Context: an optimization exercise on an open-source flow, tuned for small area. The choices shown serve that exercise and are no tape-out recipe.
In this exercise RTL edits were held to simulation tests only and were not proved equivalent to the original.

## flow/design.v (module list and top-level ports; edited modules follow where they fit)
// module synapse: 1107 lines
// module fa: 4 lines
// module ha: 4 lines
module synapse #(
    parameter DW = 16, T_DW = 4
)(
    input wire clk,
    input wire rst,
    input wire en,
    input wire [DW - 1 : 0] weights_w,
    input wire write_enable,
    output reg [DW - 1 : 0] weights_r,
    input wire read_enable,
    input wire [7:0] pre_spiking,
    output reg signed [DW - 1 : 0] spking_value,
    output reg post_en,
    input wire update_en,
    input wire signed [DW - 1 : 0] learning_rate
    );
  // ...
==> flow/run.sh <==
#!/bin/bash
# synth_recipe.tcl (not shown) runs the flow's synth.tcl, then flattens the netlist and writes it again
# the make line also repeats each setting of config.mk as NAME=value (left out here)
make -C /OpenROAD-flow-scripts/flow DESIGN_CONFIG=/design/flow/config.mk WORK_HOME=/design/flow/orfs CLKGATE_MAP_FILE= SYNTH_SCRIPT=/design/flow/synth_recipe.tcl finish
==> flow/config.mk <==
export PLATFORM = sky130hd
export DESIGN_NAME = synapse
export DESIGN_NICKNAME = synapse
export VERILOG_FILES = /design/flow/design.v
export SDC_FILE = /design/flow/constraint.sdc
export NUM_CORES = 4
export LEC_CHECK = 0
export CAP_MARGIN = 20
export CORE_MARGIN = 2
export CORE_UTILIZATION = 65
export SLEW_MARGIN = 20
export SYNTH_HIERARCHICAL = 1
export SYNTH_MINIMUM_KEEP_SIZE = 0
==> flow/constraint.sdc <==
create_clock -name core_clock -period 14.0 [get_ports {clk}]
set_input_delay 2.8000 -clock core_clock [delete_from_list [all_inputs] [get_ports {clk}]]
set_output_delay 2.8000 -clock core_clock [all_outputs]
set_load 0.01 [all_outputs]
==> flow_summary_export.csv, run 1 <==
group,metric,value,unit
placed_design,io_buffers,78,
layout,nets,2149,
placed_design,dpl_cell_area,0.01981,mm^2
placed_design,place_congestion,0.9561,
logic_synthesis,ys_seq_area_frac,0.1996,
critical_path,crit_start,"x2c[1]$_SDFF_PN0_",
timing,hold_viol,0,
global_routing,top_usage_layer,"met2",
layout,n_fill_cell,2128,
placed_design,pre_cts_ws,-257.2,ps
status,status,"finished clean",
timing,tightest_slew,1076,ps
critical_path,cp_data_arrival_time,13920,ps
placed_design,dpl.hpwl,34900,um
critical_path,critPathLaunchType,"flop",
detailed_routing,first_pass_iters,5,
critical_path,r2r_slack,450,ps
critical_path,end_kind,"flop",
timing,fin_crit_sh,0.9681,
critical_path,r2r_cells,36,
layout,seq_cells,178,
layout,num_antenna_cells,1,
layout,final_cells,2127,
logic_synthesis,synth-adder-area-share,0.3828,
logic_synthesis,synth_area_leaders,"fa_1 35%, dfxtp_1 17%, mux4_2 6.5%",
timing,fin_ws,446.6,ps
logic_synthesis,synth_commonest_cells,"328 x fa_1, 191 x nand2_1, 162 x dfxtp_1",
global_routing,grt_pass1_vias,13366,
==> run 2, diff against run 1 <==
--- a/flow/design.v
+++ b/flow/design.v
@@ -526,76 +526,136 @@
     fa up_59u (.a(up_42c), .b(up_43s), .c(up_58c), .s(up_59s), .co(up_59c));
     wire up_60s, up_60c;
     fa up_60u (.a(up_43c), .b(up_44s), .c(up_59c), .s(up_60s), .co(up_60c));
     wire up_61s, up_61c;
     fa up_61u (.a(up_44c), .b(up_45s), .c(up_60c), .s(up_61s), .co(up_61c));
     wire up_62s, up_62c;
     fa up_62u (.a(up_45c), .b(up_46s), .c(up_61c), .s(up_62s), .co(up_62c));
     wire up_63 = up_46c ^ up_47 ^ up_62c;
-    wire up_64 = ~(up_48s & pre_trace_temp[0]);
-    wire up_65 = ~(up_48s & pre_trace_temp[1]);
-    wire up_66 = ~(up_48s & pre_trace_temp[2]);
-    wire up_67 = ~(up_48s & pre_trace_temp[3]);
-    wire up_68 = ~(up_49s & pre_trace_temp[0]);
-    wire up_69 = ~(up_49s & pre_trace_temp[1]);
-    wire up_70 = ~(up_49s & pre_trace_temp[2]);
-    wire up_71 = ~(up_49s & pre_trace_temp[3]);
-    wire up_72 = ~(up_50s & pre_trace_temp[0]);
-    wire up_73 = ~(up_50s & pre_trace_temp[1]);
-    wire up_74 = ~(up_50s & pre_trace_temp[2]);
-    wire up_75 = ~(up_50s & pre_trace_temp[3]);
-    wire up_76 = ~(up_51s & pre_trace_temp[0]);
-    wire up_77 = ~(up_51s & pre_trace_temp[1]);
-    wire up_78 = ~(up_51s & pre_trace_temp[2]);
-    wire up_79 = ~(up_51s & pre_trace_temp[3]);
-    wire up_80 = ~(up_52s & pre_trace_temp[0]);
-    wire up_81 = ~(up_52s & pre_trace_temp[1]);
-    wire up_82 = ~(up_52s & pre_trace_temp[2]);
-    wire up_83 = ~(up_52s & pre_trace_temp[3]);
-    wire up_84 = ~(up_53s & pre_trace_temp[0]);
-    wire up_85 = ~(up_53s & pre_trace_temp[1]);
-    wire up_86 = ~(up_53s & pre_trace_temp[2]);
-    wire up_87 = ~(up_53s & pre_trace_temp[3]);
-    wire up_88 = ~(up_54s & pre_trace_temp[0]);
-    wire up_89 = ~(up_54s & pre_trace_temp[1]);
-    wire up_90 = ~(up_54s & pre_trace_temp[2]);
-    wire up_91 = ~(up_54s & pre_trace_temp[3]);
-    wire up_92 = ~(up_55s & pre_trace_temp[0]);
-    wire up_93 = ~(up_55s & pre_trace_temp[1]);
-    wire up_94 = ~(up_55s & pre_trace_temp[2]);
-    wire up_95 = ~(up_55s & pre_trace_temp[3]);
-    wire up_96 = ~(up_56s & pre_trace_temp[0]);
-    wire up_97 = ~(up_56s & pre_trace_temp[1]);
-    wire up_98 = ~(up_56s & pre_trace_temp[2]);
-    wire up_99 = ~(up_56s & pre_trace_temp[3]);
-    wire up_100 = ~(up_57s & pre_trace_temp[0]);
-    wire up_101 = ~(up_57s & pre_trace_temp[1]);
-    wire up_102 = ~(up_57s & pre_trace_temp[2]);
-    wire up_103 = ~(up_57s & pre_trace_temp[3]);
-    wire up_104 = ~(up_58s & pre_trace_temp[0]);
-    wire up_105 = ~(up_58s & pre_trace_temp[1]);
-    wire up_106 = ~(up_58s & pre_trace_temp[2]);
-    wire up_107 = ~(up_58s & pre_trace_temp[3]);
-    wire up_108 = ~(up_59s & pre_trace_temp[0]);
-    wire up_109 = ~(up_59s & pre_trace_temp[1]);
-    wire up_110 = ~(up_59s & pre_trace_temp[2]);
-    wire up_111 = ~(up_59s & pre_trace_temp[3]);
-    wire up_112 = ~(up_60s & pre_trace_temp[0]);
-    wire up_113 = ~(up_60s & pre_trace_temp[1]);
-    wire up_114 = ~(up_60s & pre_trace_temp[2]);
-    wire up_115 = ~(up_60s & pre_trace_temp[3]);
-    wire up_116 = ~(up_61s & pre_trace_temp[0]);
-    wire up_117 = ~(up_61s & pre_trace_temp[1]);
-    wire up_118 = ~(up_61s & pre_trace_temp[2]);
-    wire up_119 = ~(up_61s & pre_trace_temp[3]);
-    wire up_120 = ~(up_62s & pre_trace_temp[0]);
-    wire up_121 = ~(up_62s & pre_trace_temp[1]);
-    wire up_122 = ~(up_62s & pre_trace_temp[2]);
-    wire up_123 = ~(up_62s & pre_trace_temp[3]);
+    wire up_64;
+    pnand up_64u (.a(up_48s), .b(pre_trace_temp[0]), .y(up_64));
+    wire up_65;
+    pnand up_65u (.a(up_48s), .b(pre_trace_temp[1]), .y(up_65));
+    wire up_66;
+    pnand up_66u (.a(up_48s), .b(pre_trace_temp[2]), .y(up_66));
+    wire up_67;
+    pnand up_67u (.a(up_48s), .b(pre_trace_temp[3]), .y(up_67));
+    wire up_68;
+    pnand up_68u (.a(up_49s), .b(pre_trace_temp[0]), .y(up_68));
+    wire up_69;
+    pnand up_69u (.a(up_49s), .b(pre_trace_temp[1]), .y(up_69));
+    wire up_70;
+    pnand up_70u (.a(up_49s), .b(pre_trace_temp[2]), .y(up_70));
+    wire up_71;
+    pnand up_71u (.a(up_49s), .b(pre_trace_temp[3]), .y(up_71));
+    wire up_72;
+    pnand up_72u (.a(up_50s), .b(pre_trace_temp[0]), .y(up_72));
+    wire up_73;
+    pnand up_73u (.a(up_50s), .b(pre_trace_temp[1]), .y(up_73));
+    wire up_74;
+    pnand up_74u (.a(up_50s), .b(pre_trace_temp[2]), .y(up_74));
+    wire up_75;
+    pnand up_75u (.a(up_50s), .b(pre_trace_temp[3]), .y(up_75));
+    wire up_76;
+    pnand up_76u (.a(up_51s), .b(pre_trace_temp[0]), .y(up_76));
+    wire up_77;
+    pnand up_77u (.a(up_51s), .b(pre_trace_temp[1]), .y(up_77));
+    wire up_78;
+    pnand up_78u (.a(up_51s), .b(pre_trace_temp[2]), .y(up_78));
+    wire up_79;
+    pnand up_79u (.a(up_51s), .b(pre_trace_temp[3]), .y(up_79));
+    wire up_80;
+    pnand up_80u (.a(up_52s), .b(pre_trace_temp[0]), .y(up_80));
+    wire up_81;
+    pnand up_81u (.a(up_52s), .b(pre_trace_temp[1]), .y(up_81));
+    wire up_82;
+    pnand up_82u (.a(up_52s), .b(pre_trace_temp[2]), .y(up_82));
+    wire up_83;
+    pnand up_83u (.a(up_52s), .b(pre_trace_temp[3]), .y(up_83));
+    wire up_84;
+    pnand up_84u (.a(up_53s), .b(pre_trace_temp[0]), .y(up_84));
+    wire up_85;
+    pnand up_85u (.a(up_53s), .b(pre_trace_temp[1]), .y(up_85));
+    wire up_86;
+    pnand up_86u (.a(up_53s), .b(pre_trace_temp[2]), .y(up_86));
+    wire up_87;
+    pnand up_87u (.a(up_53s), .b(pre_trace_temp[3]), .y(up_87));
+    wire up_88;
+    pnand up_88u (.a(up_54s), .b(pre_trace_temp[0]), .y(up_88));
+    wire up_89;
+    pnand up_89u (.a(up_54s), .b(pre_trace_temp[1]), .y(up_89));
+    wire up_90;
+    pnand up_90u (.a(up_54s), .b(pre_trace_temp[2]), .y(up_90));
+    wire up_91;
+    pnand up_91u (.a(up_54s), .b(pre_trace_temp[3]), .y(up_91));
+    wire up_92;
+    pnand up_92u (.a(up_55s), .b(pre_trace_temp[0]), .y(up_92));
+    wire up_93;
+    pnand up_93u (.a(up_55s), .b(pre_trace_temp[1]), .y(up_93));
+    wire up_94;
+    pnand up_94u (.a(up_55s), .b(pre_trace_temp[2]), .y(up_94));
+    wire up_95;
+    pnand up_95u (.a(up_55s), .b(pre_trace_temp[3]), .y(up_95));
+    wire up_96;
+    pnand up_96u (.a(up_56s), .b(pre_trace_temp[0]), .y(up_96));
+    wire up_97;
+    pnand up_97u (.a(up_56s), .b(pre_trace_temp[1]), .y(up_97));
+    wire up_98;
+    pnand up_98u (.a(up_56s), .b(pre_trace_temp[2]), .y(up_98));
+    wire up_99;
+    pnand up_99u (.a(up_56s), .b(pre_trace_temp[3]), .y(up_99));
+    wire up_100;
+    pnand up_100u (.a(up_57s), .b(pre_trace_temp[0]), .y(up_100));
+    wire up_101;
+    pnand up_101u (.a(up_57s), .b(pre_trace_temp[1]), .y(up_101));
+    wire up_102;
+    pnand up_102u (.a(up_57s), .b(pre_trace_temp[2]), .y(up_102));
+    wire up_103;
+    pnand up_103u (.a(up_57s), .b(pre_trace_temp[3]), .y(up_103));
+    wire up_104;
+    pnand up_104u (.a(up_58s), .b(pre_trace_temp[0]), .y(up_104));
+    wire up_105;
+    pnand up_105u (.a(up_58s), .b(pre_trace_temp[1]), .y(up_105));
+    wire up_106;
+    pnand up_106u (.a(up_58s), .b(pre_trace_temp[2]), .y(up_106));
+    wire up_107;
+    pnand up_107u (.a(up_58s), .b(pre_trace_temp[3]), .y(up_107));
+    wire up_108;
+    pnand up_108u (.a(up_59s), .b(pre_trace_temp[0]), .y(up_108));
+    wire up_109;
+    pnand up_109u (.a(up_59s), .b(pre_trace_temp[1]), .y(up_109));
+    wire up_110;
+    pnand up_110u (.a(up_59s), .b(pre_trace_temp[2]), .y(up_110));
+    wire up_111;
+    pnand up_111u (.a(up_59s), .b(pre_trace_temp[3]), .y(up_111));
+    wire up_112;
+    pnand up_112u (.a(up_60s), .b(pre_trace_temp[0]), .y(up_112));
+    wire up_113;
+    pnand up_113u (.a(up_60s), .b(pre_trace_temp[1]), .y(up_113));
+    wire up_114;
+    pnand up_114u (.a(up_60s), .b(pre_trace_temp[2]), .y(up_114));
+    wire up_115;
+    pnand up_115u (.a(up_60s), .b(pre_trace_temp[3]), .y(up_115));
+    wire up_116;
+    pnand up_116u (.a(up_61s), .b(pre_trace_temp[0]), .y(up_116));
+    wire up_117;
+    pnand up_117u (.a(up_61s), .b(pre_trace_temp[1]), .y(up_117));
+    wire up_118;
+    pnand up_118u (.a(up_61s), .b(pre_trace_temp[2]), .y(up_118));
+    wire up_119;
+    pnand up_119u (.a(up_61s), .b(pre_trace_temp[3]), .y(up_119));
+    wire up_120;
+    pnand up_120u (.a(up_62s), .b(pre_trace_temp[0]), .y(up_120));
+    wire up_121;
+    pnand up_121u (.a(up_62s), .b(pre_trace_temp[1]), .y(up_121));
+    wire up_122;
+    pnand up_122u (.a(up_62s), .b(pre_trace_temp[2]), .y(up_122));
+    wire up_123;
+    pnand up_123u (.a(up_62s), .b(pre_trace_temp[3]), .y(up_123));
     wire up_124 = ~(pre_trace_temp[0] & up_63);
     wire up_125 = ~(pre_trace_temp[1] & up_63);
     wire up_126 = ~(pre_trace_temp[2] & up_63);
     wire up_127 = ~(pre_trace_temp[3] & up_63);
     wire up_128 = up_67 ^ up_70;
     wire up_129 = ~(up_67 | up_70);
     wire up_130s, up_130c;
     fa up_130u (.a(up_71), .b(up_74), .c(up_77), .s(up_130s), .co(up_130c));
@@ -696,152 +756,288 @@
     fa up_184u (.a(up_159c), .b(up_161s), .c(up_183c), .s(up_184s), .co(up_184c));
     wire up_185s, up_185c;
     fa up_185u (.a(up_161c), .b(up_163s), .c(up_184c), .s(up_185s), .co(up_185c));
     wire up_186s, up_186c;
     fa up_186u (.a(up_163c), .b(up_165s), .c(up_185c), .s(up_186s), .co(up_186c));
     wire up_187 = ~up_127;
     wire up_188s, up_188c;
     fa up_188u (.a(up_165c), .b(up_187), .c(up_186c), .s(up_188s), .co(up_188c));
-    wire up_189 = ~(up_175s | lr_n[0]);
-    wire up_190 = ~(up_175s | lr_n[1]);
-    wire up_191 = ~(up_175s | lr_n[2]);
-    wire up_192 = ~(up_175s | lr_n[3]);
-    wire up_193 = ~(up_175s | lr_n[4]);
-    wire up_194 = ~(up_175s | lr_n[5]);
-    wire up_195 = ~(up_175s | lr_n[6]);
-    wire up_196 = ~(up_175s | lr_n[7]);
-    wire up_197 = ~(up_175s | lr_n[8]);
-    wire up_198 = ~(up_175s | lr_n[9]);
-    wire up_199 = ~(up_175s | lr_n[10]);
-    wire up_200 = ~(up_175s | lr_n[11]);
-    wire up_201 = ~(up_175s | lr_n[12]);
-    wire up_202 = ~(up_175s | lr_n[13]);
-    wire up_203 = ~(up_175s | lr_n[14]);
-    wire up_204 = ~(up_175s | lr_n[15]);
-    wire up_205 = ~(up_176s | lr_n[0]);
-    wire up_206 = ~(up_176s | lr_n[1]);
-    wire up_207 = ~(up_176s | lr_n[2]);
-    wire up_208 = ~(up_176s | lr_n[3]);
-    wire up_209 = ~(up_176s | lr_n[4]);
-    wire up_210 = ~(up_176s | lr_n[5]);
-    wire up_211 = ~(up_176s | lr_n[6]);
-    wire up_212 = ~(up_176s | lr_n[7]);
-    wire up_213 = ~(up_176s | lr_n[8]);
-    wire up_214 = ~(up_176s | lr_n[9]);
-    wire up_215 = ~(up_176s | lr_n[10]);
-    wire up_216 = ~(up_176s | lr_n[11]);
-    wire up_217 = ~(up_176s | lr_n[12]);
-    wire up_218 = ~(up_176s | lr_n[13]);
-    wire up_219 = ~(up_176s | lr_n[14]);
-    wire up_220 = ~(up_177s | lr_n[0]);
-    wire up_221 = ~(up_177s | lr_n[1]);
-    wire up_222 = ~(up_177s | lr_n[2]);
-    wire up_223 = ~(up_177s | lr_n[3]);
-    wire up_224 = ~(up_177s | lr_n[4]);
-    wire up_225 = ~(up_177s | lr_n[5]);
-    wire up_226 = ~(up_177s | lr_n[6]);
-    wire up_227 = ~(up_177s | lr_n[7]);
-    wire up_228 = ~(up_177s | lr_n[8]);
-    wire up_229 = ~(up_177s | lr_n[9]);
-    wire up_230 = ~(up_177s | lr_n[10]);
-    wire up_231 = ~(up_177s | lr_n[11]);
-    wire up_232 = ~(up_177s | lr_n[12]);
-    wire up_233 = ~(up_177s | lr_n[13]);
-    wire up_234 = ~(up_178s | lr_n[0]);
-    wire up_235 = ~(up_178s | lr_n[1]);
-    wire up_236 = ~(up_178s | lr_n[2]);
-    wire up_237 = ~(up_178s | lr_n[3]);
-    wire up_238 = ~(up_178s | lr_n[4]);
-    wire up_239 = ~(up_178s | lr_n[5]);
-    wire up_240 = ~(up_178s | lr_n[6]);
-    wire up_241 = ~(up_178s | lr_n[7]);
-    wire up_242 = ~(up_178s | lr_n[8]);
-    wire up_243 = ~(up_178s | lr_n[9]);
-    wire up_244 = ~(up_178s | lr_n[10]);
-    wire up_245 = ~(up_178s | lr_n[11]);
-    wire up_246 = ~(up_178s | lr_n[12]);
-    wire up_247 = ~(up_179s | lr_n[0]);
-    wire up_248 = ~(up_179s | lr_n[1]);
-    wire up_249 = ~(up_179s | lr_n[2]);
-    wire up_250 = ~(up_179s | lr_n[3]);
-    wire up_251 = ~(up_179s | lr_n[4]);
-    wire up_252 = ~(up_179s | lr_n[5]);
-    wire up_253 = ~(up_179s | lr_n[6]);
-    wire up_254 = ~(up_179s | lr_n[7]);
-    wire up_255 = ~(up_179s | lr_n[8]);
-    wire up_256 = ~(up_179s | lr_n[9]);
-    wire up_257 = ~(up_179s | lr_n[10]);
-    wire up_258 = ~(up_179s | lr_n[11]);
-    wire up_259 = ~(up_180s | lr_n[0]);
-    wire up_260 = ~(up_180s | lr_n[1]);
-    wire up_261 = ~(up_180s | lr_n[2]);
-    wire up_262 = ~(up_180s | lr_n[3]);
-    wire up_263 = ~(up_180s | lr_n[4]);
-    wire up_264 = ~(up_180s | lr_n[5]);
-    wire up_265 = ~(up_180s | lr_n[6]);
-    wire up_266 = ~(up_180s | lr_n[7]);
-    wire up_267 = ~(up_180s | lr_n[8]);
-    wire up_268 = ~(up_180s | lr_n[9]);
-    wire up_269 = ~(up_180s | lr_n[10]);
-    wire up_270 = ~(up_181s | lr_n[0]);
-    wire up_271 = ~(up_181s | lr_n[1]);
-    wire up_272 = ~(up_181s | lr_n[2]);
-    wire up_273 = ~(up_181s | lr_n[3]);
-    wire up_274 = ~(up_181s | lr_n[4]);
-    wire up_275 = ~(up_181s | lr_n[5]);
-    wire up_276 = ~(up_181s | lr_n[6]);
-    wire up_277 = ~(up_181s | lr_n[7]);
-    wire up_278 = ~(up_181s | lr_n[8]);
-    wire up_279 = ~(up_181s | lr_n[9]);
-    wire up_280 = ~(up_182s | lr_n[0]);
-    wire up_281 = ~(up_182s | lr_n[1]);
-    wire up_282 = ~(up_182s | lr_n[2]);
-    wire up_283 = ~(up_182s | lr_n[3]);
-    wire up_284 = ~(up_182s | lr_n[4]);
-    wire up_285 = ~(up_182s | lr_n[5]);
-    wire up_286 = ~(up_182s | lr_n[6]);
-    wire up_287 = ~(up_182s | lr_n[7]);
-    wire up_288 = ~(up_182s | lr_n[8]);
-    wire up_289 = ~(up_183s | lr_n[0]);
-    wire up_290 = ~(up_183s | lr_n[1]);
-    wire up_291 = ~(up_183s | lr_n[2]);
-    wire up_292 = ~(up_183s | lr_n[3]);
-    wire up_293 = ~(up_183s | lr_n[4]);
-    wire up_294 = ~(up_183s | lr_n[5]);
-    wire up_295 = ~(up_183s | lr_n[6]);
-    wire up_296 = ~(up_183s | lr_n[7]);
-    wire up_297 = ~(up_184s | lr_n[0]);
-    wire up_298 = ~(up_184s | lr_n[1]);
-    wire up_299 = ~(up_184s | lr_n[2]);
-    wire up_300 = ~(up_184s | lr_n[3]);
-    wire up_301 = ~(up_184s | lr_n[4]);
-    wire up_302 = ~(up_184s | lr_n[5]);
-    wire up_303 = ~(up_184s | lr_n[6]);
-    wire up_304 = ~(up_185s | lr_n[0]);
-    wire up_305 = ~(up_185s | lr_n[1]);
-    wire up_306 = ~(up_185s | lr_n[2]);
-    wire up_307 = ~(up_185s | lr_n[3]);
-    wire up_308 = ~(up_185s | lr_n[4]);
-    wire up_309 = ~(up_185s | lr_n[5]);
-    wire up_310 = ~(up_186s | lr_n[0]);
-    wire up_311 = ~(up_186s | lr_n[1]);
-    wire up_312 = ~(up_186s | lr_n[2]);
-    wire up_313 = ~(up_186s | lr_n[3]);
-    wire up_314 = ~(up_186s | lr_n[4]);
-    wire up_315 = ~(up_188s | lr_n[0]);
-    wire up_316 = ~(up_188s | lr_n[1]);
-    wire up_317 = ~(up_188s | lr_n[2]);
-    wire up_318 = ~(up_188s | lr_n[3]);
-    wire up_319 = ~(up_188c & learning_rate[0]);
-    wire up_320 = ~(up_188c & learning_rate[1]);
-    wire up_321 = ~(up_188c & learning_rate[2]);
-    wire up_322 = ~(up_188c & learning_rate[0]);
-    wire up_323 = ~(up_188c & learning_rate[1]);
-    wire up_324 = ~(up_188c & learning_rate[0]);
+    wire up_189;
+    pnor up_189u (.a(up_175s), .b(lr_n[0]), .y(up_189));
+    wire up_190;
+    pnor up_190u (.a(up_175s), .b(lr_n[1]), .y(up_190));
+    wire up_191;
+    pnor up_191u (.a(up_175s), .b(lr_n[2]), .y(up_191));
+    wire up_192;
+    pnor up_192u (.a(up_175s), .b(lr_n[3]), .y(up_192));
+    wire up_193;
+    pnor up_193u (.a(up_175s), .b(lr_n[4]), .y(up_193));
+    wire up_194;
+    pnor up_194u (.a(up_175s), .b(lr_n[5]), .y(up_194));
+    wire up_195;
+    pnor up_195u (.a(up_175s), .b(lr_n[6]), .y(up_195));
+    wire up_196;
+    pnor up_196u (.a(up_175s), .b(lr_n[7]), .y(up_196));
+    wire up_197;
+    pnor up_197u (.a(up_175s), .b(lr_n[8]), .y(up_197));
+    wire up_198;
+    pnor up_198u (.a(up_175s), .b(lr_n[9]), .y(up_198));
+    wire up_199;
+    pnor up_199u (.a(up_175s), .b(lr_n[10]), .y(up_199));
+    wire up_200;
+    pnor up_200u (.a(up_175s), .b(lr_n[11]), .y(up_200));
+    wire up_201;
+    pnor up_201u (.a(up_175s), .b(lr_n[12]), .y(up_201));
+    wire up_202;
+    pnor up_202u (.a(up_175s), .b(lr_n[13]), .y(up_202));
+    wire up_203;
+    pnor up_203u (.a(up_175s), .b(lr_n[14]), .y(up_203));
+    wire up_204;
+    pnor up_204u (.a(up_175s), .b(lr_n[15]), .y(up_204));
+    wire up_205;
+    pnor up_205u (.a(up_176s), .b(lr_n[0]), .y(up_205));
+    wire up_206;
+    pnor up_206u (.a(up_176s), .b(lr_n[1]), .y(up_206));
+    wire up_207;
+    pnor up_207u (.a(up_176s), .b(lr_n[2]), .y(up_207));
+    wire up_208;
+    pnor up_208u (.a(up_176s), .b(lr_n[3]), .y(up_208));
+    wire up_209;
+    pnor up_209u (.a(up_176s), .b(lr_n[4]), .y(up_209));
+    wire up_210;
+    pnor up_210u (.a(up_176s), .b(lr_n[5]), .y(up_210));
+    wire up_211;
+    pnor up_211u (.a(up_176s), .b(lr_n[6]), .y(up_211));
+    wire up_212;
+    pnor up_212u (.a(up_176s), .b(lr_n[7]), .y(up_212));
+    wire up_213;
+    pnor up_213u (.a(up_176s), .b(lr_n[8]), .y(up_213));
+    wire up_214;
+    pnor up_214u (.a(up_176s), .b(lr_n[9]), .y(up_214));
+    wire up_215;
+    pnor up_215u (.a(up_176s), .b(lr_n[10]), .y(up_215));
+    wire up_216;
+    pnor up_216u (.a(up_176s), .b(lr_n[11]), .y(up_216));
+    wire up_217;
+    pnor up_217u (.a(up_176s), .b(lr_n[12]), .y(up_217));
+    wire up_218;
+    pnor up_218u (.a(up_176s), .b(lr_n[13]), .y(up_218));
+    wire up_219;
+    pnor up_219u (.a(up_176s), .b(lr_n[14]), .y(up_219));
+    wire up_220;
+    pnor up_220u (.a(up_177s), .b(lr_n[0]), .y(up_220));
+    wire up_221;
+    pnor up_221u (.a(up_177s), .b(lr_n[1]), .y(up_221));
+    wire up_222;
+    pnor up_222u (.a(up_177s), .b(lr_n[2]), .y(up_222));
+    wire up_223;
+    pnor up_223u (.a(up_177s), .b(lr_n[3]), .y(up_223));
+    wire up_224;
+    pnor up_224u (.a(up_177s), .b(lr_n[4]), .y(up_224));
+    wire up_225;
+    pnor up_225u (.a(up_177s), .b(lr_n[5]), .y(up_225));
+    wire up_226;
+    pnor up_226u (.a(up_177s), .b(lr_n[6]), .y(up_226));
+    wire up_227;
+    pnor up_227u (.a(up_177s), .b(lr_n[7]), .y(up_227));
+    wire up_228;
+    pnor up_228u (.a(up_177s), .b(lr_n[8]), .y(up_228));
+    wire up_229;
+    pnor up_229u (.a(up_177s), .b(lr_n[9]), .y(up_229));
+    wire up_230;
+    pnor up_230u (.a(up_177s), .b(lr_n[10]), .y(up_230));
+    wire up_231;
+    pnor up_231u (.a(up_177s), .b(lr_n[11]), .y(up_231));
+    wire up_232;
+    pnor up_232u (.a(up_177s), .b(lr_n[12]), .y(up_232));
+    wire up_233;
+    pnor up_233u (.a(up_177s), .b(lr_n[13]), .y(up_233));
+    wire up_234;
+    pnor up_234u (.a(up_178s), .b(lr_n[0]), .y(up_234));
+    wire up_235;
+    pnor up_235u (.a(up_178s), .b(lr_n[1]), .y(up_235));
+    wire up_236;
+    pnor up_236u (.a(up_178s), .b(lr_n[2]), .y(up_236));
+    wire up_237;
+    pnor up_237u (.a(up_178s), .b(lr_n[3]), .y(up_237));
+    wire up_238;
+    pnor up_238u (.a(up_178s), .b(lr_n[4]), .y(up_238));
+    wire up_239;
+    pnor up_239u (.a(up_178s), .b(lr_n[5]), .y(up_239));
+    wire up_240;
+    pnor up_240u (.a(up_178s), .b(lr_n[6]), .y(up_240));
+    wire up_241;
+    pnor up_241u (.a(up_178s), .b(lr_n[7]), .y(up_241));
+    wire up_242;
+    pnor up_242u (.a(up_178s), .b(lr_n[8]), .y(up_242));
+    wire up_243;
+    pnor up_243u (.a(up_178s), .b(lr_n[9]), .y(up_243));
+    wire up_244;
+    pnor up_244u (.a(up_178s), .b(lr_n[10]), .y(up_244));
+    wire up_245;
+    pnor up_245u (.a(up_178s), .b(lr_n[11]), .y(up_245));
+    wire up_246;
+    pnor up_246u (.a(up_178s), .b(lr_n[12]), .y(up_246));
+    wire up_247;
+    pnor up_247u (.a(up_179s), .b(lr_n[0]), .y(up_247));
+    wire up_248;
+    pnor up_248u (.a(up_179s), .b(lr_n[1]), .y(up_248));
+    wire up_249;
+    pnor up_249u (.a(up_179s), .b(lr_n[2]), .y(up_249));
+    wire up_250;
+    pnor up_250u (.a(up_179s), .b(lr_n[3]), .y(up_250));
+    wire up_251;
+    pnor up_251u (.a(up_179s), .b(lr_n[4]), .y(up_251));
+    wire up_252;
+    pnor up_252u (.a(up_179s), .b(lr_n[5]), .y(up_252));
+    wire up_253;
+    pnor up_253u (.a(up_179s), .b(lr_n[6]), .y(up_253));
+    wire up_254;
+    pnor up_254u (.a(up_179s), .b(lr_n[7]), .y(up_254));
+    wire up_255;
+    pnor up_255u (.a(up_179s), .b(lr_n[8]), .y(up_255));
+    wire up_256;
+    pnor up_256u (.a(up_179s), .b(lr_n[9]), .y(up_256));
+    wire up_257;
+    pnor up_257u (.a(up_179s), .b(lr_n[10]), .y(up_257));
+    wire up_258;
+    pnor up_258u (.a(up_179s), .b(lr_n[11]), .y(up_258));
+    wire up_259;
+    pnor up_259u (.a(up_180s), .b(lr_n[0]), .y(up_259));
+    wire up_260;
+    pnor up_260u (.a(up_180s), .b(lr_n[1]), .y(up_260));
+    wire up_261;
+    pnor up_261u (.a(up_180s), .b(lr_n[2]), .y(up_261));
+    wire up_262;
+    pnor up_262u (.a(up_180s), .b(lr_n[3]), .y(up_262));
+    wire up_263;
+    pnor up_263u (.a(up_180s), .b(lr_n[4]), .y(up_263));
+    wire up_264;
+    pnor up_264u (.a(up_180s), .b(lr_n[5]), .y(up_264));
+    wire up_265;
+    pnor up_265u (.a(up_180s), .b(lr_n[6]), .y(up_265));
+    wire up_266;
+    pnor up_266u (.a(up_180s), .b(lr_n[7]), .y(up_266));
+    wire up_267;
+    pnor up_267u (.a(up_180s), .b(lr_n[8]), .y(up_267));
+    wire up_268;
+    pnor up_268u (.a(up_180s), .b(lr_n[9]), .y(up_268));
+    wire up_269;
+    pnor up_269u (.a(up_180s), .b(lr_n[10]), .y(up_269));
+    wire up_270;
+    pnor up_270u (.a(up_181s), .b(lr_n[0]), .y(up_270));
+    wire up_271;
+    pnor up_271u (.a(up_181s), .b(lr_n[1]), .y(up_271));
+    wire up_272;
+    pnor up_272u (.a(up_181s), .b(lr_n[2]), .y(up_272));
+    wire up_273;
+    pnor up_273u (.a(up_181s), .b(lr_n[3]), .y(up_273));
+    wire up_274;
+    pnor up_274u (.a(up_181s), .b(lr_n[4]), .y(up_274));
+    wire up_275;
+    pnor up_275u (.a(up_181s), .b(lr_n[5]), .y(up_275));
+    wire up_276;
+    pnor up_276u (.a(up_181s), .b(lr_n[6]), .y(up_276));
+    wire up_277;
+    pnor up_277u (.a(up_181s), .b(lr_n[7]), .y(up_277));
+    wire up_278;
+    pnor up_278u (.a(up_181s), .b(lr_n[8]), .y(up_278));
+    wire up_279;
+    pnor up_279u (.a(up_181s), .b(lr_n[9]), .y(up_279));
+    wire up_280;
+    pnor up_280u (.a(up_182s), .b(lr_n[0]), .y(up_280));
+    wire up_281;
+    pnor up_281u (.a(up_182s), .b(lr_n[1]), .y(up_281));
+    wire up_282;
+    pnor up_282u (.a(up_182s), .b(lr_n[2]), .y(up_282));
+    wire up_283;
+    pnor up_283u (.a(up_182s), .b(lr_n[3]), .y(up_283));
+    wire up_284;
+    pnor up_284u (.a(up_182s), .b(lr_n[4]), .y(up_284));
+    wire up_285;
+    pnor up_285u (.a(up_182s), .b(lr_n[5]), .y(up_285));
+    wire up_286;
+    pnor up_286u (.a(up_182s), .b(lr_n[6]), .y(up_286));
+    wire up_287;
+    pnor up_287u (.a(up_182s), .b(lr_n[7]), .y(up_287));
+    wire up_288;
+    pnor up_288u (.a(up_182s), .b(lr_n[8]), .y(up_288));
+    wire up_289;
+    pnor up_289u (.a(up_183s), .b(lr_n[0]), .y(up_289));
+    wire up_290;
+    pnor up_290u (.a(up_183s), .b(lr_n[1]), .y(up_290));
+    wire up_291;
+    pnor up_291u (.a(up_183s), .b(lr_n[2]), .y(up_291));
+    wire up_292;
+    pnor up_292u (.a(up_183s), .b(lr_n[3]), .y(up_292));
+    wire up_293;
+    pnor up_293u (.a(up_183s), .b(lr_n[4]), .y(up_293));
+    wire up_294;
+    pnor up_294u (.a(up_183s), .b(lr_n[5]), .y(up_294));
+    wire up_295;
+    pnor up_295u (.a(up_183s), .b(lr_n[6]), .y(up_295));
+    wire up_296;
+    pnor up_296u (.a(up_183s), .b(lr_n[7]), .y(up_296));
+    wire up_297;
+    pnor up_297u (.a(up_184s), .b(lr_n[0]), .y(up_297));
+    wire up_298;
+    pnor up_298u (.a(up_184s), .b(lr_n[1]), .y(up_298));
+    wire up_299;
+    pnor up_299u (.a(up_184s), .b(lr_n[2]), .y(up_299));
+    wire up_300;
+    pnor up_300u (.a(up_184s), .b(lr_n[3]), .y(up_300));
+    wire up_301;
+    pnor up_301u (.a(up_184s), .b(lr_n[4]), .y(up_301));
+    wire up_302;
+    pnor up_302u (.a(up_184s), .b(lr_n[5]), .y(up_302));
+    wire up_303;
+    pnor up_303u (.a(up_184s), .b(lr_n[6]), .y(up_303));
+    wire up_304;
+    pnor up_304u (.a(up_185s), .b(lr_n[0]), .y(up_304));
+    wire up_305;
+    pnor up_305u (.a(up_185s), .b(lr_n[1]), .y(up_305));
+    wire up_306;
+    pnor up_306u (.a(up_185s), .b(lr_n[2]), .y(up_306));
+    wire up_307;
+    pnor up_307u (.a(up_185s), .b(lr_n[3]), .y(up_307));
+    wire up_308;
+    pnor up_308u (.a(up_185s), .b(lr_n[4]), .y(up_308));
+    wire up_309;
+    pnor up_309u (.a(up_185s), .b(lr_n[5]), .y(up_309));
+    wire up_310;
+    pnor up_310u (.a(up_186s), .b(lr_n[0]), .y(up_310));
+    wire up_311;
+    pnor up_311u (.a(up_186s), .b(lr_n[1]), .y(up_311));
+    wire up_312;
+    pnor up_312u (.a(up_186s), .b(lr_n[2]), .y(up_312));
+    wire up_313;
+    pnor up_313u (.a(up_186s), .b(lr_n[3]), .y(up_313));
+    wire up_314;
+    pnor up_314u (.a(up_186s), .b(lr_n[4]), .y(up_314));
+    wire up_315;
+    pnor up_315u (.a(up_188s), .b(lr_n[0]), .y(up_315));
+    wire up_316;
+    pnor up_316u (.a(up_188s), .b(lr_n[1]), .y(up_316));
+    wire up_317;
+    pnor up_317u (.a(up_188s), .b(lr_n[2]), .y(up_317));
+    wire up_318;
+    pnor up_318u (.a(up_188s), .b(lr_n[3]), .y(up_318));
+    wire up_319;
+    pnand up_319u (.a(up_188c), .b(learning_rate[0]), .y(up_319));
+    wire up_320;
+    pnand up_320u (.a(up_188c), .b(learning_rate[1]), .y(up_320));
+    wire up_321;
+    pnand up_321u (.a(up_188c), .b(learning_rate[2]), .y(up_321));
+    wire up_322;
+    pnand up_322u (.a(up_188c), .b(learning_rate[0]), .y(up_322));
+    wire up_323;
+    pnand up_323u (.a(up_188c), .b(learning_rate[1]), .y(up_323));
+    wire up_324;
+    pnand up_324u (.a(up_188c), .b(learning_rate[0]), .y(up_324));
     wire up_325s, up_325c;
     ha up_325u (.a(weights[12]), .b(up_201), .s(up_325s), .co(up_325c));
     wire up_326s, up_326c;
     fa up_326u (.a(weights[13]), .b(up_202), .c(up_217), .s(up_326s), .co(up_326c));
     wire up_327s, up_327c;
     ha up_327u (.a(up_231), .b(up_244), .s(up_327s), .co(up_327c));
     wire up_328s, up_328c;
     fa up_328u (.a(weights[14]), .b(up_203), .c(up_218), .s(up_328s), .co(up_328c));
@@ -1108,8 +1304,14 @@
 module fa(input a, b, c, output s, co);
     assign s = a ^ b ^ c;
     assign co = (a & b) | (a & c) | (b & c);
 endmodule
 module ha(input a, b, output s, co);
     assign s = a ^ b;
     assign co = a & b;
 endmodule
+module pnand(input a, b, output y);
+    assign y = ~(a & b);
+endmodule
+module pnor(input a, b, output y);
+    assign y = ~(a | b);
+endmodule
==> flow/flow/run.sh (new file) <==
#!/bin/bash
# The standard layout, with the port buffers made from the smallest
# buffer cell instead of the default one.
set -euo pipefail
bash standard.sh "BUFFER_PORTS_ARGS=-buffer_cell sky130_fd_sc_hd__buf_1" finish > standard.log 2>&1
==> flow/standard.sh (new file) <==
#!/bin/bash
# synth_recipe.tcl (not shown) runs the flow's synth.tcl, then flattens the netlist and writes it again
# the make line also repeats each setting of config.mk as NAME=value (left out here)
make -C /OpenROAD-flow-scripts/flow DESIGN_CONFIG=/design/flow/config.mk WORK_HOME=/design/flow/orfs CLKGATE_MAP_FILE= SYNTH_SCRIPT=/design/flow/synth_recipe.tcl "${@:-finish}"
==> flow/config.mk (replaced) <==
export PLATFORM = sky130hd
export DESIGN_NAME = synapse
export DESIGN_NICKNAME = synapse
export VERILOG_FILES = /design/flow/design.v
export SDC_FILE = /design/flow/constraint.sdc
export NUM_CORES = 4
export LEC_CHECK = 0
export CAP_MARGIN = 20
export CORE_MARGIN = 2
export CORE_UTILIZATION = 65
export CTS_CLUSTER_DIAMETER = 150
export CTS_CLUSTER_SIZE = 40
export GPL_TIMING_DRIVEN = 0
export SLEW_MARGIN = 20
export SYNTH_HIERARCHICAL = 1
export SYNTH_MINIMUM_KEEP_SIZE = 0
removed: flow/run.sh
==> run 2 against run 1 <==
Against the previous run: final cell count rose by 3.6%; synthesized area is 0.92% lower; flip-flop and latch count did not move; still clean; hold slack got worse by 32 ps; critical path depth did not move; synthesized cell count is 1.3% higher; via count up 5.7%; first-iteration DRC count shrank 4.6%; register-to-register slack lost 100 ps.
==> flow_summary_export.csv, run 2 <==
group,metric,value,unit
status,status,"finished clean",
timing,fin_crit_sh,0.9752,
timing,relSlewSlack,0.2915,
timing,finalClockSkew,18.96,ps
detailed_routing,via_count,13535,
critical_path,critPathMaxFanout,5,
logic_synthesis,post-synth-top-area-cell,"fa_1",
logic_synthesis,synth-main-ff-cell,"dfxtp_1",
floorplanning,io_pins,79,
layout,area_growth,8.710,%
detailed_routing,routedWlPerCell,23.39,um
placed_design,io_buffers,78,
logic_synthesis,synth_warnings,7,
detailed_routing,drt-initial-drc-count,1111,
global_routing,grt_max_degree,19,
layout,final_common_cell,"fa_1",
timing,rsz0062_at_grt,"false",
detailed_routing,finalWirelength,51530,um
worst_hold_path,hold_class,"reg -> reg",
detailed_routing,first_pass_iters,6,
cts,numCtsBuffers,17,
floorplanning,start_util,0.6636,
detailed_routing,viasPerCell,6.144,
logic_synthesis,synth_nets,2121,
timing,setup_violations,0,
timing,tightest_slew,1059,ps
critical_path,timing_worst_setup_path_type,"reg -> reg",
critical_path,r2r_slack,350,ps
logic_synthesis,netlist_instances,1701,
critical_path,worstPathRequired,14340,ps
placed_design,dpl.hpwl,40950,um
global_routing,grt_use_total,0.3654,
logic_synthesis,synthArstFlopShare,0,
floorplanning,dieArea,0.02981,mm^2
placed_design,place_congestion,1.052,
cts,cts-htree-levels,4,
critical_path,slowest_stage,"fa_2",
layout,num_antenna_cells,0,
floorplanning,rows,61,
detailed_routing,drc,0,
logic_synthesis,synth_commonest_cells,"328 x fa_1, 222 x nor2_1, 204 x nand2_1",
timing,fin_hold_ws,461.6,ps
critical_path,critPathLaunchType,"flop",
job,max-cap-violations,0,
critical_path,end_kind,"flop",
floorplanning,die_y,172.7,um
critical_path,crit_path_max_incr_delay,610,ps
cts,clock_path_buffers,2,
global_routing,gr-total-overflow,0,
layout,n_fill_cell,2071,
cts,cts_root_buf,"clkbuf_16",
logic_synthesis,synthesis.area,0.01849,mm^2
cts,clk_pin_slew_worst_paths,90,ps
floorplanning,die_w,172.7,um
layout,nets,2232,
cts,clk_latency,460,ps
layout,mostFrequentLayoutCells,"302 x fa_1, 222 x nor2_1, 204 x nand2_1, 157 x dfxtp_1, 90 x buf_1",
critical_path,cp_data_arrival_time,13990,ps
timing,fin_crit,13650,ps
timing,slew_violations,0,
logic_synthesis,post-synth-top-count-cell,"fa_1",
logic_synthesis,synth_area_leaders,"fa_1 36%, dfxtp_1 18%, mux4_2 6.7%",
logic_synthesis,synth_top_area_share,0.3552,
global_routing,grt_first_pass_wirelength,82680,um
cts,clock_sinks,178,
logic_synthesis,synth_edf_count,16,
layout,drive_gt1_frac,0.1293,
global_routing,antenna_found_initial,1,
global_routing,grt_pass1_vias,14517,
cts,cts_hold_buffers,0,
timing,max_freq,0.07324,GHz
logic_synthesis,ys_types,55,
detailed_routing,postRouteAntennaNets,0,
logic_synthesis,syn-mean-instance-area,10.87,um^2
logic_synthesis,ys_seq_area_frac,0.2014,
logic_synthesis,synth-seq-cells,178,
timing,hold_viol,0,
critical_path,cp_common_cell,"fa_1",
cts,cts_tree,"done",
floorplanning,coreArea,0.02786,mm^2
run 2: cell count changes after synthesis, sizes merged, moves of 16 or more:
| cell | previous run | this run |
|---|---|---|
| xnor2 | 118 | 102 |
| clkbuf | 69 | 46 |
| xor2 | 35 | 57 |
| inv | 22 | 42 |
| nor2 | 83 | 222 |
| nor2b | 129 | 2 |
run 2: through the flow:
stage            util  area (um^2)  instances  setup TNS [ps]  worst slack, ps
2_1_floorplan       -        18490       1701               0            687.1
3_3_place_gp   0.6911        19250       2157          -430.8           -430.8
3_5_place_dp   0.6921        19280       2158          -584.6           -584.6
4_1_cts        0.7188        20020       2198               0            30.24
5_1_grt        0.7214        20100       2203               0            2.024
6_report       0.7214        20100       2203               0            346.9
run 2: cells by family after synthesis:
| family | Yosys count | share of synthesized area |
|---|---|---|
| muxes | 143 | 0.1158 |
| DFF | 178 | 0.2014 |
| adders and majority gates | 374 | 0.3863 |
| xor gates and xnor gates | 159 | 0.08263 |
| buffers and inverters | 127 | 0.02964 |
| and+or+nand+nor | 553 | 0.1298 |
| AOI/OAI and AO/OA | 167 | 0.05441 |
run 2: path summary, 6_finish.rpt:
check | start | endpoint | cells after the start
max | y1[1]$_SDFF_PN0_ | weights[15]$_SDFFE_PP0P_ | 36
min | done$_DFF_P_ | delay_for_mul1$_SDFFE_PP0P_ | 2
max reg2reg | y1[1]$_SDFF_PN0_ | weights[15]$_SDFFE_PP0P_ | 36
min reg2reg | done$_DFF_P_ | delay_for_mul1$_SDFFE_PP0P_ | 2
run 2: cell type report:
| type | count | area [um^2] | area share |
|---|---|---|---|
| Inverter | 43 | 161.4 | 0.008031 |
| Multi-Input combinational cell | 1396 | 14320 | 0.7124 |
| Clock inverter | 12 | 146.4 | 0.007284 |
| Clock buffer | 20 | 478.0 | 0.02378 |
| Tap cell | 378 | 473.0 | 0.02353 |
| Buffer | 84 | 386.6 | 0.01924 |
| Sequential cell | 178 | 3732 | 0.1857 |
| Timing Repair Buffer | 92 | 401.6 | 0.01998 |
run 2: timing repair:
item,CTS,global route
pin swaps,16,22
setup endpoints to repair,1,1
buffers inserted,8,5
resized for setup,19,17
run 2: metal layers:
metal	up-vias	track usage	routed length, um	share of wire
met4	4	0.1427	2134	0.041
met3	138	0.09894	4800	0.093
met5	-	0	32	0.00062
li1	5824	-	-	-
met2	650	0.5586	23810	0.46
met1	6919	0.5042	20760	0.40
run 2: modules after synthesis, one instance, submodules excluded:
module   flops+latches  cells inside  area, um^2
fa                   0             1       20.02
synapse            178          1143       10750
pnand                0             1       3.754
ha                   0             1       12.51
pnor                 0             1       3.754
run 2: critical path: cells and delay by family, from the launching register on:
kind                     cells  cell delay [ps]
AND/OR/NAND/NOR              2              170
adder cells (fa/ha/maj)     28            11870
flip-flops                   1              370
XOR/XNOR                     5              980
AO/OA/AOI/OAI                1              100
==> run 3, diff against run 2 <==
--- a/flow/config.mk
+++ b/flow/config.mk
@@ -8,9 +8,6 @@
 export CAP_MARGIN = 20
 export CORE_MARGIN = 2
 export CORE_UTILIZATION = 65
-export CTS_CLUSTER_DIAMETER = 150
-export CTS_CLUSTER_SIZE = 40
-export GPL_TIMING_DRIVEN = 0
 export SLEW_MARGIN = 20
 export SYNTH_HIERARCHICAL = 1
 export SYNTH_MINIMUM_KEEP_SIZE = 0
==> run 3 against run 2 <==
Against the previous run: still clean on timing, DRC and antenna; wire length is 14% lower; fmax is 0.18% higher; hold slack better by 1.4 ps; non-clock buffer count is 72 lower; die area stayed put; critical path type unchanged.
==> flow_summary_export.csv, run 3 <==
group,metric,value,unit
critical_path,end_kind,"flop",
layout,area_growth,7.120,%
floorplanning,dieArea,0.02981,mm^2
global_routing,gr-total-overflow,0,
detailed_routing,postRouteAntennaNets,0,
global_routing,top_usage_layer,"met2",
cts,cts_tree,"done",
logic_synthesis,post-synth-top-count-cell,"fa_1",
logic_synthesis,synth_area_leaders,"fa_1 36%, dfxtp_1 18%, mux4_2 6.7%",
timing,hold_viol,0,
critical_path,crit_path_max_incr_delay,590,ps
logic_synthesis,synth_commonest_cells,"328 x fa_1, 222 x nor2_1, 204 x nand2_1",
global_routing,grt_util_met2,0.4883,
global_routing,grt_first_pass_wirelength,72370,um
detailed_routing,drt-initial-drc-count,1305,
logic_synthesis,netlist_instances,1701,
floorplanning,io_pins,79,
placed_design,io_buffers,78,
logic_synthesis,post-synth-top-area-cell,"fa_1",
logic_synthesis,synthArstFlopShare,0,
layout,final_area,0.01980,mm^2
timing,fin_crit_sh,0.9734,
global_routing,grt_pass1_vias,13195,
critical_path,critPathMaxFanout,4,
logic_synthesis,ys_types,55,
logic_synthesis,synth-seq-cells,178,
cts,clk_pin_slew_worst_paths,90,ps
job,max-cap-violations,0,
critical_path,critPathLaunchType,"flop",
critical_path,slowest_stage,"fa_2",
floorplanning,rows,61,
timing,fin_crit,13630,ps
detailed_routing,first_pass_iters,6,
critical_path,cp_data_arrival_time,13960,ps
timing,finalClockSkew,17.68,ps
layout,nets,2160,
cts,clk_latency,470,ps
critical_path,crit_start,"y1[2]$_SDFF_PN0_",
detailed_routing,drc,0,
placed_design,dpl.hpwl,33700,um
logic_synthesis,synth_top_area_share,0.3552,
detailed_routing,viasPerCell,6.012,
floorplanning,coreArea,0.02786,mm^2
worst_hold_path,hp-start,"done$_DFF_P_",
cts,clock_path_buffers,2,
cts,numCtsBuffers,17,
layout,final_cells,2131,
logic_synthesis,synth_nets,2121,
critical_path,cp_common_cell,"fa_1",
logic_synthesis,synthesis.area,0.01849,mm^2
logic_synthesis,synth_warnings,7,
layout,n_fill_cell,2083,
cts,clock_sinks,178,
floorplanning,start_util,0.6636,
cts,cts_root_buf,"clkbuf_16",
timing,slew_violations,0,
critical_path,timing.rr.start,"y1[2]$_SDFF_PN0_",
logic_synthesis,synth-main-ff-cell,"dfxtp_1",
cts,cts-htree-levels,4,
timing,fin_ws,371.7,ps
layout,multi_input_area,0.01431,mm^2
global_routing,antenna_found_initial,0,
logic_synthesis,syn-mean-instance-area,10.87,um^2
global_routing,grt_use_met3,0.07278,
critical_path,timing_worst_setup_path_type,"reg -> reg",
global_routing,grt_max_degree,69,
layout,mostFrequentLayoutCells,"317 x fa_1, 221 x nor2_1, 203 x nand2_1, 157 x dfxtp_1, 83 x xnor2_1",
detailed_routing,via_count,12811,
layout,num_antenna_cells,0,
placed_design,dpl_cell_area,0.01908,mm^2
placed_design,dp.cells,2095,
timing,max_freq,0.07338,GHz
timing,tightest_slew,1016,ps
layout,area.sequential,0.003732,mm^2
global_routing,grtUsageMet1,0.4449,
placed_design,pre_cts_ws,110.9,ps
timing,setup_violations,0,
detailed_routing,routedWlPerCell,20.69,um
critical_path,worstPathRequired,14330,ps
worst_hold_path,hold_class,"reg -> reg",
timing,relSlewSlack,0.3217,
logic_synthesis,synth_edf_count,16,
floorplanning,die_w,172.7,um
layout,drive_gt1_frac,0.1209,
floorplanning,die_y,172.7,um
status,status,"finished clean",
cts,cts_hold_buffers,0,
layout,final_common_cell,"fa_1",
logic_synthesis,ys_seq_area_frac,0.2014,
global_routing,grt_use_total,0.3135,
placed_design,place_congestion,0.9137,
detailed_routing,finalWirelength,44090,um
==> run 3: cell count changes in the layout (fill, tap and decap cells not counted), sizes merged <==
| cell | delta |
|---|---|
| clkbuf | -48 |
| buf | -27 |
| clkinv | +6 |
| inv | -2 |
| bufinv | -1 |
==> run 3: worst max-delay path: cells and delay by family, from the launching register on <==
kind	cells	cell delay (ps)
AO/OA/AOI/OAI	1	100
XOR/XNOR	5	800
AND/OR/NAND/NOR	2	140
adder cells (fa/ha/maj)	28	11990
flip-flops	1	420
==> run 3: area by class of cell <==
cell class | instances | share of cell area
Timing Repair Buffer | 104 | 0.02477
Clock inverter | 15 | 0.01093
Inverter | 43 | 0.008150
Multi-Input combinational cell | 1396 | 0.7223
Clock buffer | 17 | 0.02148
Sequential cell | 178 | 0.1885
Tap cell | 378 | 0.02388
==> run 3: worst paths after layout <==
| kind | endpoint | slack [ps] | cells past startpoint |
|---|---|---|---|
| worst max-delay path | weights[15]$_SDFFE_PP0P_ | 370 | 36 |
| worst min-delay path | delay_for_mul1$_SDFFE_PP0P_ | 460 | 2 |
| worst max register to register | weights[15]$_SDFFE_PP0P_ | 370 | 36 |
| worst min register to register | delay_for_mul1$_SDFFE_PP0P_ | 460 | 2 |
==> run 3: layer usage <==
| layer | wire length (um) | vias up |
|---|---|---|
| met4 | 1107 | 0 |
| met5 | 0 | - |
| met2 | 21190 | 487 |
| met1 | 18390 | 6554 |
| met3 | 3395 | 72 |
| li1 | - | 5698 |
==> run 3: logic make-up after synthesis <==
kind of cell	share of synthesized area
buf+inv	0.02964
compound gates	0.05441
flops	0.2014
simple gates	0.1298
fa+ha+maj	0.3863
xor+xnor	0.08263
mux	0.1158
==> run 3: what timing repair did <==
item / in CTS / in global routing
buffers inserted: 0 / 4
setup endpoints to repair: 0 / 1
endpoints found under the hold margin: 0 / 0
resized for setup: 0 / 15
==> run 3: modules after synthesis, one instance, submodules excluded <==
| module | copies in the design | area (um^2) |
|---|---|---|
| synapse | 1 | 10750 |
| fa | 328 | 20.02 |
| ha | 35 | 12.51 |
| pnand | 65 | 3.754 |
| pnor | 130 | 3.754 |
==> run 3: metrics by stage <==
step | TNS [ps] | util | hold WS (ps)
floorplan | 0 | - | 440.2
global placement | 0 | 0.6851 | 450.4
detailed placement | 0 | 0.6851 | 458.4
CTS | 0 | 0.7081 | 467.7
global route | -10.47 | 0.7109 | 476.4
finish | 0 | 0.7109 | 463.0
==> run 4, diff against run 3 <==
--- a/flow/config.mk
+++ b/flow/config.mk
@@ -7,7 +7,7 @@
 export LEC_CHECK = 0
 export CAP_MARGIN = 20
 export CORE_MARGIN = 2
-export CORE_UTILIZATION = 65
+export CORE_UTILIZATION = 80
 export SLEW_MARGIN = 20
 export SYNTH_HIERARCHICAL = 1
 export SYNTH_MINIMUM_KEEP_SIZE = 0
==> run 4 against run 3 <==
Against the previous run: still clean; synthesized cell count is the same; setup slack lost 180 ps; sequential share of layout area grew 0.14 points; critical path depth is the same; flip-flop and latch count is the same; synthesized area is the same; wire length grew 8.1%; hold slack gained 22 ps; non-clock buffer count shrank 3; critical path type unchanged; critical endpoint unchanged; largest cell class unchanged.
==> flow_summary_export.csv, run 4 <==
group,metric,value,unit
floorplanning,die_y,156.0,um
logic_synthesis,syn-mean-instance-area,10.87,um^2
timing,max_freq,0.07241,GHz
worst_hold_path,hold_class,"reg -> reg",
layout,area_growth,6.382,%
placed_design,dpl.hpwl,34140,um
timing,hold_viol,0,
timing,fin_ws,190.3,ps
timing,fin_hold_ws,485.0,ps
logic_synthesis,synth_edf_count,16,
floorplanning,io_pins,79,
cts,clk_latency,460,ps
detailed_routing,wl_met2,23250,um
logic_synthesis,post-synth-top-area-cell,"fa_1",
layout,final_util,0.8687,
cts,clk_pin_slew_worst_paths,90,ps
logic_synthesis,synth_nets,2121,
critical_path,timing_worst_setup_path_type,"reg -> reg",
layout,num_antenna_cells,0,
global_routing,antenna_found_initial,0,
floorplanning,coreArea,0.02264,mm^2
timing,setup_violations,0,
logic_synthesis,ys_types,55,
critical_path,cp_data_arrival_time,14140,ps
critical_path,r2r_cells,36,
detailed_routing,postRouteAntennaNets,0,
placed_design,io_buffers,78,
critical_path,critPathLaunchType,"flop",
timing,fin_crit_sh,0.9864,
worst_hold_path,holdPathStages,2,
global_routing,grt_pass1_vias,14731,
logic_synthesis,netlist_instances,1701,
timing,tightest_slew,1087,ps
placed_design,place_congestion,0.9430,
logic_synthesis,synth_top_area_share,0.3552,
layout,drive_gt1_frac,0.1217,
critical_path,r2r-end,"weights[15]$_SDFFE_PP0P_",
logic_synthesis,synth_warnings,7,
cts,clock_path_buffers,2,
layout,mostFrequentLayoutCells,"311 x fa_1, 221 x nor2_1, 204 x nand2_1, 156 x dfxtp_1, 84 x xnor2_1",
floorplanning,rows,55,
cts,cts_hold_buffers,0,
detailed_routing,wl_met3,5134,um
detailed_routing,drc,0,
logic_synthesis,synth_area_leaders,"fa_1 36%, dfxtp_1 18%, mux4_2 6.7%",
floorplanning,die_w,156.0,um
timing,slew_violations,0,
logic_synthesis,synth-seq-cells,178,
detailed_routing,top_layer_used,"met4",
floorplanning,dieArea,0.02434,mm^2
layout,nets,2157,
critical_path,slowest_stage,"fa_2",
global_routing,gr-total-overflow,0,
critical_path,end_kind,"flop",
detailed_routing,routedWlPerCell,23.42,um
worst_hold_path,hp-start,"post_en$_SDFFE_PP0P_",
timing,finalClockSkew,19.64,ps
detailed_routing,drt-initial-drc-count,1427,
detailed_routing,viasPerCell,6.761,
critical_path,worstPathRequired,14330,ps
detailed_routing,finalWirelength,47650,um
cts,numCtsBuffers,17,
detailed_routing,via_count,13758,
detailed_routing,met1Wirelength,16560,um
job,max-cap-violations,0,
cts,clock_sinks,178,
floorplanning,start_util,0.8166,
timing,finalSetupTns,0,ps
placed_design,pre_cts_ws,104.0,ps
logic_synthesis,ys_seq_area_frac,0.2014,
layout,final_common_cell,"fa_1",
critical_path,cp_common_cell,"fa_1",
cts,cts_root_buf,"clkbuf_16",
logic_synthesis,synthArstFlopShare,0,
status,status,"finished clean",
cts,cts_tree,"done",
logic_synthesis,post-synth-top-count-cell,"fa_1",
critical_path,timing.rr.start,"y1[1]$_SDFF_PN0_",
timing,fin_crit,13810,ps
layout,n_fill_cell,1162,
global_routing,grt_max_degree,69,
critical_path,crit_path_max_incr_delay,590,ps
worst_hold_path,hold_path_end,"post_en$_SDFFE_PP0P_",
timing,relSlewSlack,0.2733,
critical_path,critPathMaxFanout,4,
logic_synthesis,synth_commonest_cells,"328 x fa_1, 222 x nor2_1, 204 x nand2_1",
global_routing,grt_use_total,0.4224,
detailed_routing,first_pass_iters,5,
logic_synthesis,synthesis.area,0.01849,mm^2
critical_path,r2r_slack,190,ps
logic_synthesis,synth-main-ff-cell,"dfxtp_1",
global_routing,grt_first_pass_wirelength,77720,um
cts,cts-htree-levels,4,
==> run 4: kinds of logic (layout without fill, tap and decap cells) <==
group	count (synthesis)	count (layout)	share of synthesized area
AOI/OAI and AO/OA	167	167	0.05441
buffers and inverters	127	176	0.02964
DFF	178	178	0.2014
muxes	143	143	0.1158
xor gates and xnor gates	159	159	0.08263
and+or+nand+nor	553	553	0.1298
adders and majority gates	374	374	0.3863
==> run 4: worst max-delay path by stage <==
| stage | from | to | slack (ps) | cells after the start |
|---|---|---|---|---|
| finish | y1[1]$_SDFF_PN0_ | weights[15]$_SDFFE_PP0P_ | 190 | 36 |
| global route | y1[1]$_SDFF_PN0_ | weights[15]$_SDFFE_PP0P_ | -100 | 36 |
| CTS | y1[1]$_SDFF_PN0_ | weights[15]$_SDFFE_PP0P_ | 50 | 36 |
| detailed placement | y1[1]$_SDFF_PN0_ | weights[15]$_SDFFE_PP0P_ | 100 | 36 |
| global placement | y1[1]$_SDFF_PN0_ | weights[15]$_SDFFE_PP0P_ | 380 | 36 |
| floorplan | y1[1]$_SDFF_PN0_ | weights[15]$_SDFFE_PP0P_ | 690 | 36 |
==> run 4: modules after synthesis (local to each module, per instance) <==
module	copies in the design	cells inside
synapse	1	1143
fa	328	1
ha	35	1
pnand	65	1
pnor	130	1
==> run 4: layer usage <==
layer | GRT usage | up-vias
li1 | - | 5699
met5 | 0 | -
met4 | 0.2071 | 0
met2 | 0.6728 | 1001
met1 | 0.5463 | 6820
met3 | 0.1114 | 238
==> run 4: cell type report <==
type                       instances  area (um^2)  share of cell area
clock buffer                      17        425.4             0.02163
clock inverter                    15        220.2             0.01120
inverter                          43        161.4            0.008207
multi-input combinational       1396        14300              0.7272
sequential                       178         3734              0.1898
tap                              285        356.6             0.01813
timing repair buffer             101        467.9             0.02379
==> run 4: metrics by stage <==
step | cells | area (um^2)
6_report | 2035 | 19670
3_3_place_gp | 2000 | 18950
3_5_place_dp | 2000 | 18950
4_1_cts | 2032 | 19600
5_1_grt | 2035 | 19670
2_1_floorplan | 1701 | 18490
==> run 4: critical path, delay by kind of cell (launching register included) <==
family	cells	cell delay [ps]
compound gates	1	100
flops	1	360
fa+ha+maj	28	12130
simple gates	2	160
xor+xnor	5	930
==> run 4: repair_timing <==
action / CTS / global route
gates resized for setup: 0 / 20
setup buffers: 0 / 3
endpoints found under the setup margin: 0 / 1

## what the ideal ports hide
The flow's constraints put no driver on any port. The routed layouts listed below were extracted and timed again, unchanged, in two steps.
Step 1 (the two cells are an assumption about what drives the block):
set clk [get_ports {clk}]
set_driving_cell -lib_cell sky130_fd_sc_hd__clkbuf_16 $clk
set_driving_cell -lib_cell sky130_fd_sc_hd__buf_2 [delete_from_list [all_inputs] $clk]
Step 2 moves the port delays by t, midway between the first and last clock arrival at a register: inputs arrive t later, outputs are due t later. That takes back most of the time a late clock gives input paths.
Three values: ideal, step 1, step 2; two values: the first two.
| run | t, ns | setup WS [ns] | latest minus earliest clock arrival (ns) |
|---|---|---|---|
| run 1 | 0.505 | 0.447 / 0.447 / 0.447 | 0.014 / 0.014 |
| run 2 | 0.504 | 0.347 / 0.347 / 0.347 | 0.019 / 0.020 |
| run 3 | 0.514 | 0.372 / 0.372 / 0.372 | 0.018 / 0.018 |
| run 4 | 0.500 | 0.190 / 0.190 / 0.190 | 0.020 / 0.020 |
After both steps setup and hold are still met in every run listed.
